Context: an optimization exercise on an open-source flow, tuned for small area and a short achievable clock period. The choices shown serve that exercise and are no tape-out recipe. Where RTL was checked, it was by simulation tests only, not by an equivalence proof against the original. Power figures rest on the tool's default switching activity, not on a simulated workload.

==> build 60 <==
## game_top
module game_top(clk, keypad_in, dip_in, adc_data_in, seg_com, seg_data, seg_single_data, led_out, f_led1, f_led2, f_led3, f_led4, lcd_rs, lcd_rw, lcd_en, lcd_data, servo_pwm, step_motor_phase, piezo_out, adc_cs_n, adc_sclk
, adc_din);
clock: 30.0 ns
lec_check: 0
abc_area: 1
cap_margin: 20
core_margin: 2
core_utilization: 40
place_density: 0.6
slew_margin: 20
standard.sh (not shown) runs the stock make flow with config.mk's settings and CLKGATE_MAP_FILE= SYNTH_SCRIPT=/design/flow/synth_recipe.tcl, a recipe that flattens the netlist after the stock synthesis.
==> flow/flow/run.sh <==
#!/bin/bash
# Layout flow: the standard ORFS flow (standard.sh, unchanged synthesis, floorplan,
# power grid, placement, CTS, routing), with three settings passed to make:
#  - port buffers are buf_2 cells;
#  - clock tree synthesis inserts no dummy loads;
#  - repair_timing aims for a setup slack of 22.5 ns at the design's 30 ns clock,
#    so that the paths that set the achieved period are sized and buffered.
# All tool output goes to flow_standard.log here (ORFS's per-step logs are in orfs/logs).
set -uo pipefail
bash standard.sh finish \
  "BUFFER_PORTS_ARGS=-buffer_cell sky130_fd_sc_hd__buf_2" \
  "CTS_ARGS=-sink_clustering_enable -repair_clock_nets -dont_use_dummy_load" \
  "SETUP_SLACK_MARGIN=22.5" > flow_standard.log 2>&1
==> trial 75 (differences from build 60) <==
==> flow/run.sh (new file) <==
#!/bin/bash
# synth_recipe.tcl (not shown) runs the flow's synth.tcl, then flattens the netlist and writes it again
# the make line also repeats each setting of config.mk as NAME=value (left out here)
make -C /OpenROAD-flow-scripts/flow DESIGN_CONFIG=/design/flow/config.mk WORK_HOME=/design/flow/orfs CLKGATE_MAP_FILE= SYNTH_SCRIPT=/design/flow/synth_recipe.tcl finish
removed: flow/flow/run.sh
removed: flow/standard.sh
==> metrics.csv <==
stage,metric,value,unit
placement,post-DP HPWL,39450,um
worst_setup_path,CP cell instances,buf_2,
global_routing,M1 GR Usage,24.97,%
timing,slew margin rel.,34.10,%
worst_setup_path,worst setup path endpoint,f_led2[0],
layout,fillers,5411,
placement,Placed Cells,3499,
power,Clock Power Share,35.1,%
global_routing,vias in the first global route,17580,
global_routing,GR Layer Usage met3,2.688,%
layout,clock buffer count,48,
status,status,"complete, no violations",
the above is filed under build 60

==> metrics.csv <==
stage,metric,value,unit
placement,post-DP HPWL,40180,um
timing,slew margin rel.,33.73,%
layout,fillers,5394,
global_routing,GR Layer Usage met3,3.534,%
global_routing,M1 GR Usage,25.37,%
status,status,"complete, no violations",
global_routing,vias in the first global route,17621,
worst_setup_path,worst setup path endpoint,seg_com[1],
placement,Placed Cells,3500,
worst_setup_path,CP cell instances,clkdlybuf4s50_1,
layout,clock buffer count,63,
power,Clock Power Share,41.3,%
the above is filed under trial 75

No functional check of the RTL was part of any run of this note.

==> build 16: inputs <==
Another version of the RTL of game_top (not shown whole).
==> flow/config.mk <==
export PLATFORM = sky130hd
export DESIGN_NAME = game_top
export DESIGN_NICKNAME = game_top
export VERILOG_FILES = /design/flow/design.v
export SDC_FILE = /design/flow/constraint.sdc
export NUM_CORES = 4
export LEC_CHECK = 0
export CAP_MARGIN = 20
export CORE_MARGIN = 2
export CORE_UTILIZATION = 40
export PLACE_DENSITY = 0.6
export SLEW_MARGIN = 20
==> flow/constraint.sdc <==
create_clock -name core_clock -period 30.0 [get_ports {clk}]
set_input_delay 6.0000 -clock core_clock [delete_from_list [all_inputs] [get_ports {clk}]]
set_output_delay 6.0000 -clock core_clock [all_outputs]
set_load 0.01 [all_outputs]
run.sh (not shown) runs the stock make flow with config.mk's settings and CLKGATE_MAP_FILE= SYNTH_SCRIPT=/design/flow/synth_recipe.tcl, a recipe that flattens the netlist after the stock synthesis.
Stock flow here: none of the scripts above is used.
==> trial 66 (differences from build 16) <==
--- a/flow/design.v
+++ b/flow/design.v
@@ -178,21 +178,20 @@
             n4 = 8'h9A ^ {8{iv[4]}}; n5 = 8'hBC ^ {8{iv[5]}};
             n6 = 8'hDE ^ {8{iv[6]}}; n7 = 8'hF0 ^ {8{iv[7]}};
             p1_calc = n0 | (n1 & {8{dsw[0]}}) | (n2 & {8{dsw[1]}}) | (n3 & {8{dsw[2]}})
                          | (n4 & {8{dsw[3]}}) | (n5 & {8{dsw[4]}}) | (n6 & {8{dsw[5]}})
                          | (n7 & {8{dsw[6]}}) | (8'hAA & {8{dsw[7]}});
         end
     endfunction
-    reg  calc_ok;       
-    wire [7:0] calc_d;
+    wire [7:0] calc = p1_calc(inv, dip_sw);
     always @(*) begin
         inv_d = inv; edit_d = edit; p1c_d = 1'b0; p1f_d = 1'b0;
         if (en1) begin
             if (k_zero) begin
-                if (calc_ok) p1c_d = 1'b1;
+                if (calc == 8'hFF) p1c_d = 1'b1;
                 else p1f_d = 1'b1;
                 edit_d = 1'b0;
             end else if (k_star) begin
                 edit_d = ~edit;
             end else if (!edit) begin
                 inv_d = inv ^ numk;
             end
@@ -308,30 +307,31 @@
             ct_d = 3'd0; co_d = 4'd0;
         end
     end
     reg [1:0] sidx;
     reg [3:0] mph;
     assign step_motor_phase = mph;
     reg [31:0] lf;
-    reg [12:0] tcm;
-    reg [11:0] tg;
+    reg [11:0] tc;
+    reg [11:0] tg;        
     reg [4:0]  sc;
     reg tr1, tr2;
     wire [31:0] lf_d = {lf[30:0], lf[31] ^ lf[21] ^ lf[1] ^ lf[0]};
     wire trig = tr1 | tr2;
-    wire [12:0] ty = {tg & {12{~trig}}, lf[31]};       
-    wire [13:0] ty_sub = {1'b0, ty} - 14'd2500;
-    wire [11:0] tg_step = ty_sub[13] ? ty[11:0] : ty_sub[11:0];
+    wire [11:0] tg_in = trig ? 12'd1250 : tg;
+    wire [12:0] ty = {tg_in, lf[31]};
+    wire [12:0] tg_sub  = (ty >= 13'd5000) ? (ty - 13'd3750) : (ty - 13'd1250);
+    wire [11:0] tg_step = tg_sub[11:0];
     wire [11:0] tg_d = (trig || sc != 5'd0) ? tg_step : tg;
     wire [4:0]  sc_d = trig ? 5'd1 : ((sc != 5'd0) ? sc + 5'd1 : 5'd0);
     reg  [2:0]  es;
     wire ev_act = (es != 3'd0);
     wire rq = ((st == 3'd1) || (st == 3'd3) || (st == 3'd4)) && !ev_act;
-    wire tc_hit = !tcm[12] && (tcm[11:0] >= tg);
-    wire [12:0] tcm_d = rq ? (tc_hit ? 13'h1B1E : tcm + 13'd1) : tcm;
+    wire tc_hit = (tc >= tg);
+    wire [11:0] tc_d = rq ? (tc_hit ? 12'd0 : tc + 12'd1) : tc;
     wire tr1_d = rq & tc_hit & lf[0];
     wire tr2_d = rq & tc_hit & ~lf[0];
     localparam [2:0] E_IDLE = 3'd0, E_W1 = 3'd1, E_R1 = 3'd2, E_S2 = 3'd3, E_F2 = 3'd4;
     reg [10:0] T;
     reg [7:0]  sv;
     reg        dir;
     reg [7:0]  amb;
@@ -350,17 +350,15 @@
     reg [7:0]  amb_d;
     reg [7:0]  rnd_d;
     reg        gok_d;
     reg        nR_d, nG_d, nB_d;
     reg        pz_d;
     reg        evs_d, evf_d;
     wire [7:0] rnd_next = {rnd[6:0], rnd[7] ^ rnd[5] ^ rnd[4] ^ rnd[3]};
-    wire [6:0] rm_s = {1'b0, rnd[5:0]} + {3'b0, rnd[7:6], 1'b0} + {5'b0, rnd[7:6]};
-    wire [6:0] rm_t = rm_s - 7'd61;
-    wire [7:0] rmod = {1'b0, (rm_s >= 7'd61) ? rm_t : rm_s};
+    wire [7:0] rmod = rnd % 8'd61;
     wire [5:0] gofs = gok ? rmod[5:0] : 6'd0;      
     wire [8:0] dz = {1'b0, sv} - {3'b000, gofs};
     wire z_red = dz[8] || (dz >= 9'd120);
     wire z_grn = !dz[8] && (dz >= 9'd40) && (dz < 9'd80);
     wire drop = (T != 11'd0) && ({1'b0, amb} >= ({1'b0, cdsL} + 9'd3));
     wire beep = (T == 11'd62) || (T == 11'd125) || (T == 11'd188) || (T == 11'd251) || (T == 11'd314);
     always @(*) begin
@@ -400,15 +398,15 @@
                         else sv_d = sv - 8'd1;
                     end
                 end
                 nR_d = ~z_red;
                 nG_d = 1'b0;
                 nB_d = ~z_grn;
                 T_d = T + 11'd1;
-                if (T == 11'd1250) begin
+                if (T >= 11'd1250) begin
                     evf_d = 1'b1; es_d = E_F2;
                 end else if (k_hash) begin
                     if (z_grn) evs_d = 1'b1;
                     else evf_d = 1'b1;
                     es_d = E_F2;
                 end
             end
@@ -482,15 +480,15 @@
             bcd7[4] = A | (~B & ~D) | (C & ~D) | (B & ~C & D) | (~B & C);
             bcd7[3] = (~B & ~D) | (C & ~D);
             bcd7[2] = A | (~C & ~D) | (B & ~C) | (B & ~D);
             bcd7[1] = A | (B & ~C) | (~B & C) | (C & ~D);
             bcd7[0] = 1'b0;
         end
     endfunction
-    assign calc_d = p1_calc(inv_d, dip_sw_d);
+    wire [7:0] calc_d = p1_calc(inv_d, dip_sw_d);
     wire [7:0] dsel = ~scom_d;           
     reg  [3:0] bcd_in;
     reg        use_bcd;
     reg  [7:0] seg_const;
     wire       p2_zero = (p2s_d == 2'd2) || dsel[tpos_d];
     always @(*) begin
         bcd_in = 4'd0; use_bcd = 1'b0;
@@ -704,36 +702,41 @@
                 {3'd6, 5'd19}: lcd_char = 8'h45;
                 {3'd6, 5'd21}: lcd_char = 8'h4F;
                 {3'd6, 5'd22}: lcd_char = 8'h56;
                 {3'd6, 5'd23}: lcd_char = 8'h45;
                 {3'd6, 5'd24}: lcd_char = 8'h52;
                 {3'd6, 5'd26}: lcd_char = 8'h3A;
                 {3'd6, 5'd27}: lcd_char = 8'h28;
-                {3'd7, 5'd0}: lcd_char = 8'h50;
-                {3'd7, 5'd1}: lcd_char = 8'h48;
-                {3'd7, 5'd2}: lcd_char = 8'h41;
-                {3'd7, 5'd3}: lcd_char = 8'h53;
-                {3'd7, 5'd4}: lcd_char = 8'h45;
-                {3'd7, 5'd6}: lcd_char = 8'h33;
-                {3'd7, 5'd7}: lcd_char = 8'h3A;
-                {3'd7, 5'd9}: lcd_char = 8'h4C;
-                {3'd7, 5'd10}: lcd_char = 8'h4F;
-                {3'd7, 5'd11}: lcd_char = 8'h47;
-                {3'd7, 5'd12}: lcd_char = 8'h49;
-                {3'd7, 5'd13}: lcd_char = 8'h43;
-                {3'd7, 5'd16}: lcd_char = 8'h54;
-                {3'd7, 5'd17}: lcd_char = 8'h49;
-                {3'd7, 5'd18}: lcd_char = 8'h4D;
-                {3'd7, 5'd19}: lcd_char = 8'h45;
-                {3'd7, 5'd20}: lcd_char = 8'h3A;
-                {3'd7, 5'd22}: lcd_char = 8'h30;
-                {3'd7, 5'd23}: lcd_char = {5'b00110, m1};
-                {3'd7, 5'd24}: lcd_char = 8'h3A;
-                {3'd7, 5'd25}: lcd_char = {5'b00110, s10};
-                {3'd7, 5'd26}: lcd_char = {4'h3, s1};
+                {3'd7, 5'd0}: lcd_char = 8'h46;
+                {3'd7, 5'd1}: lcd_char = 8'h50;
+                {3'd7, 5'd2}: lcd_char = 8'h47;
+                {3'd7, 5'd3}: lcd_char = 8'h41;
+                {3'd7, 5'd5}: lcd_char = 8'h42;
+                {3'd7, 5'd6}: lcd_char = 8'h4F;
+                {3'd7, 5'd7}: lcd_char = 8'h4D;
+                {3'd7, 5'd8}: lcd_char = 8'h42;
+                {3'd7, 5'd10}: lcd_char = 8'h47;
+                {3'd7, 5'd11}: lcd_char = 8'h41;
+                {3'd7, 5'd12}: lcd_char = 8'h4D;
+                {3'd7, 5'd13}: lcd_char = 8'h45;
+                {3'd7, 5'd16}: lcd_char = 8'h69;
+                {3'd7, 5'd17}: lcd_char = 8'h6E;
+                {3'd7, 5'd18}: lcd_char = 8'h69;
+                {3'd7, 5'd19}: lcd_char = 8'h74;
+                {3'd7, 5'd20}: lcd_char = 8'h69;
+                {3'd7, 5'd21}: lcd_char = 8'h61;
+                {3'd7, 5'd22}: lcd_char = 8'h6C;
+                {3'd7, 5'd23}: lcd_char = 8'h69;
+                {3'd7, 5'd24}: lcd_char = 8'h7A;
+                {3'd7, 5'd25}: lcd_char = 8'h69;
+                {3'd7, 5'd26}: lcd_char = 8'h6E;
+                {3'd7, 5'd27}: lcd_char = 8'h67;
+                {3'd7, 5'd28}: lcd_char = 8'h2E;
+                {3'd7, 5'd29}: lcd_char = 8'h2E;
+                {3'd7, 5'd30}: lcd_char = 8'h2E;
                 default: lcd_char = 8'h20;
             endcase
         end
     endfunction
     always @(*) begin
         ls_d = ls; dcnt_d = dcnt; cmd_d = cmd; cidx_d = cidx;
         trs_d = trs; lrs_d = lrs; len_d = len; tdat_d = tdat; ldat_d = ldat;
@@ -777,46 +780,46 @@
     end
     wire [2:0] dial_d = (bc == 5'd17 && prv) ? shr[7:5] : dial;
     always @(posedge clk or negedge rst_n) begin
         if (!rst_n) begin
             fc <= 11'd0;
             dA <= 8'd0; dD <= 8'd0;
             st <= 3'd0; stab <= 4'd9; pfp <= 1'b0; efp <= 1'b0; pcp <= 1'b0;
-            inv <= 8'd0; calc_ok <= 1'b0; edit <= 1'b0; p1c_r <= 1'b0; p1f_r <= 1'b0;
+            inv <= 8'd0; edit <= 1'b0; p1c_r <= 1'b0; p1f_r <= 1'b0;
             l2 <= 16'hACE1; tpos <= 3'd0; p2s <= 2'd0; p2c_r <= 1'b0; p2f_r <= 1'b0;
             p3l <= 8'h2B; p3a <= 1'b0; p3c_r <= 1'b0; p3f_r <= 1'b0;
             l4d <= 4'b1111; tt <= 3'd3; to <= 4'd0; tflag <= 1'b0; ct <= 3'd0; co <= 4'd0;
             mp <= 1'b0; p4c_r <= 1'b0;
             sidx <= 2'd0; mph <= 4'b0000;
-            lf <= 32'h1234_5678; tcm <= 13'h1B1E; tg <= 12'd0; sc <= 5'd0; tr1 <= 1'b0; tr2 <= 1'b0;
+            lf <= 32'h1234_5678; tc <= 12'd0; tg <= 12'd1250; sc <= 5'd0; tr1 <= 1'b0; tr2 <= 1'b0;
             es <= E_IDLE; rnd <= 8'hA5; gok <= 1'b0;
             nR <= 1'b1; nG <= 1'b1; nB <= 1'b1; pz <= 1'b0; evs_r <= 1'b0; evf_r <= 1'b0;
             ac <= 2'd0; sclk_r <= 1'b0; bc <= 5'd20; chan <= 1'b0; prv <= 1'b0; csn <= 1'b1; din_r <= 1'b0;
             dial <= 3'd0;
             sang <= 8'd0; pwm <= 1'b0;
             s5 <= 3'd0; scom <= 8'hFE; segd <= 8'h9E; ssd <= 7'h7B; ledr <= 8'hFF;
             ls <= 3'd0; dcnt <= 8'd0; cmd <= 3'd0; cidx <= 5'd0;
             trs <= 1'b0; lrs <= 1'b0; len <= 1'b0; tdat <= 8'd0; ldat <= 8'd0;
         end else begin
             fc <= fc_d;
             dA <= dA_d; dD <= dD_d;
             st <= st_d; stab <= stab_d; pfp <= p_fail; efp <= evf; pcp <= p_corr;
-            inv <= inv_d; calc_ok <= &calc_d; edit <= edit_d; p1c_r <= p1c_d; p1f_r <= p1f_d;
+            inv <= inv_d; edit <= edit_d; p1c_r <= p1c_d; p1f_r <= p1f_d;
             l2 <= l2_d; tpos <= tpos_d; p2s <= p2s_d; p2c_r <= p2c_d; p2f_r <= p2f_d;
             p3l <= p3l_d; p3a <= p3a_d; p3c_r <= p3c_d; p3f_r <= p3f_d;
             l4d <= {l4d[2:0], s4}; tt <= tt_d; to <= to_d; tflag <= tflag_d; ct <= ct_d; co <= co_d;
             mp <= mp_d; p4c_r <= p4c_d;
             if (mp) sidx <= sidx + 2'd1;
             case (sidx)
                 2'b00: mph <= 4'b1100;
                 2'b01: mph <= 4'b0110;
                 2'b10: mph <= 4'b0011;
                 default: mph <= 4'b1001;
             endcase
-            lf <= lf_d; tcm <= tcm_d; tg <= tg_d; sc <= sc_d; tr1 <= tr1_d; tr2 <= tr2_d;
+            lf <= lf_d; tc <= tc_d; tg <= tg_d; sc <= sc_d; tr1 <= tr1_d; tr2 <= tr2_d;
             es <= es_d; rnd <= rnd_d; gok <= gok_d;
             nR <= nR_d; nG <= nG_d; nB <= nB_d; pz <= pz_d; evs_r <= evs_d; evf_r <= evf_d;
             ac <= ac_d; sclk_r <= sclk_d; bc <= bc_d; csn <= csn_d; din_r <= din_d;
             if (bc == 5'd18) begin
                 chan <= ~chan; prv <= chan;
             end
             dial <= dial_d;
==> flow/config.mk (replaced) <==
export PLATFORM = sky130hd
export DESIGN_NAME = game_top
export DESIGN_NICKNAME = game_top
export VERILOG_FILES = /design/flow/design.v
export SDC_FILE = /design/flow/constraint.sdc
export NUM_CORES = 4
export LEC_CHECK = 0
export ABC_AREA = 1
export CAP_MARGIN = 20
export CORE_MARGIN = 2
export CORE_UTILIZATION = 40
export PLACE_DENSITY = 0.6
export SLEW_MARGIN = 20
==> summary of the runs <==
Synthesized area: build 16 is lower than trial 66 (3.6%). In build 16 the design area is lower than in trial 66, by 3.5%. Against trial 66, the synthesized cell count of build 16 is smaller by 20%. In worst hold slack, build 16 and trial 66 hardly differ. In build 16 the combinational power is smaller than in trial 66, by about 8%. Between build 16 and trial 66, the lower clock skew is in trial 66 (gap 0.015 ns). Of trial 66 and build 16, build 16 has the higher core utilization (gap 0.25 points). Against trial 66, the setup slack of build 16 is worse by 0.012 ns. Fmax is about the same in trial 66 and build 16. In build 16 the die area is smaller than in trial 66, by about 3.6%.
==> figures <==
DIE HEIGHT: trial 66 253.5 um; build 16 249.0 um
PwrDens: trial 66 57.26 mW/mm2; build 16 59.65 mW/mm2
HPWL reported at the end of detailed placement: trial 66 43760 um; build 16 41280 um
Bufs and invs on worst path: trial 66 3; build 16 1
Number of cells traversed by the worst register-to-register path: trial 66 29; build 16 25
Clock latency of the later-clocked register in the worst-skew pair: trial 66 0.60 ns; build 16 0.61 ns
Total routed wire length on the met1 layer: trial 66 28180 um; build 16 26650 um
Clock Sink Count: trial 66 424; build 16 426
Sequential power: trial 66 0.000696 W; build 16 0.000707 W
Area of combinational cells with multiple inputs: trial 66 0.01172 mm2; build 16 0.01206 mm2
Final standard cell area without fillers: trial 66 0.02822 mm2; build 16 0.02724 mm2
Outcome: trial 66 timing/DRC/antenna clean; build 16 timing/DRC/antenna clean
Layout clock area frac: trial 66 0.05728; build 16 0.06311
Synth cell types: trial 66 77; build 16 103
End point of the critical path: trial 66 fc[5]; build 16 seg_com[2]
Worst r2r src: trial 66 rnd[5]; build 16 rnd[7]
Filler cell count in the final layout: trial 66 6011; build 16 5486
Post-DR wirelength/cell: trial 66 14.24 um; build 16 16.94 um
Antenna violations before repair: trial 66 0; build 16 1
Maximum number of pins on one net before global-route repair: trial 66 176; build 16 182
Part of the power in the clock network: trial 66 0.368; build 16 0.381
No functional check of the RTL was part of trial 66.

## re-timing with driven ports
The results above use ideal ports. As a check the final layouts listed here were re-extracted and re-timed, cells and wires unchanged. Step 1: set_driving_cell puts a clkbuf_16 on clk and a buf_2 on each other input, an assumption about the parent block. Step 2 moves the port delays by t, midway between the first and last clock arrival at a register: inputs arrive t later, outputs are due t later. That takes back most of the time a late clock gives input paths. a / b / c = ideal / step 1 / step 2; a / b = the first two.
run | shift t [ns] | setup slack, ns | slew at the worst register clock pin (ns) | worst slew at a driven data input, ns
build 60 | 0.621 | 22.750 / 22.693 / 22.328 | 0.06 / 0.06 | 0.05
trial 75 | 0.658 | 22.256 / 22.198 / 21.762 | 0.06 / 0.06 | 0.05
build 16 | 0.651 | 22.223 / 22.165 / 22.393 | 0.06 / 0.06 | 0.05
trial 66 | 0.649 | 22.234 / 22.248 / 21.599 | 0.07 / 0.07 | 0.05
After both steps setup and hold are still met in every run listed. The setup slack of trial 66, which loses most, moves by +0.014 ns with the drivers and by -0.635 ns with both steps. Setup slack includes reset recovery checks.
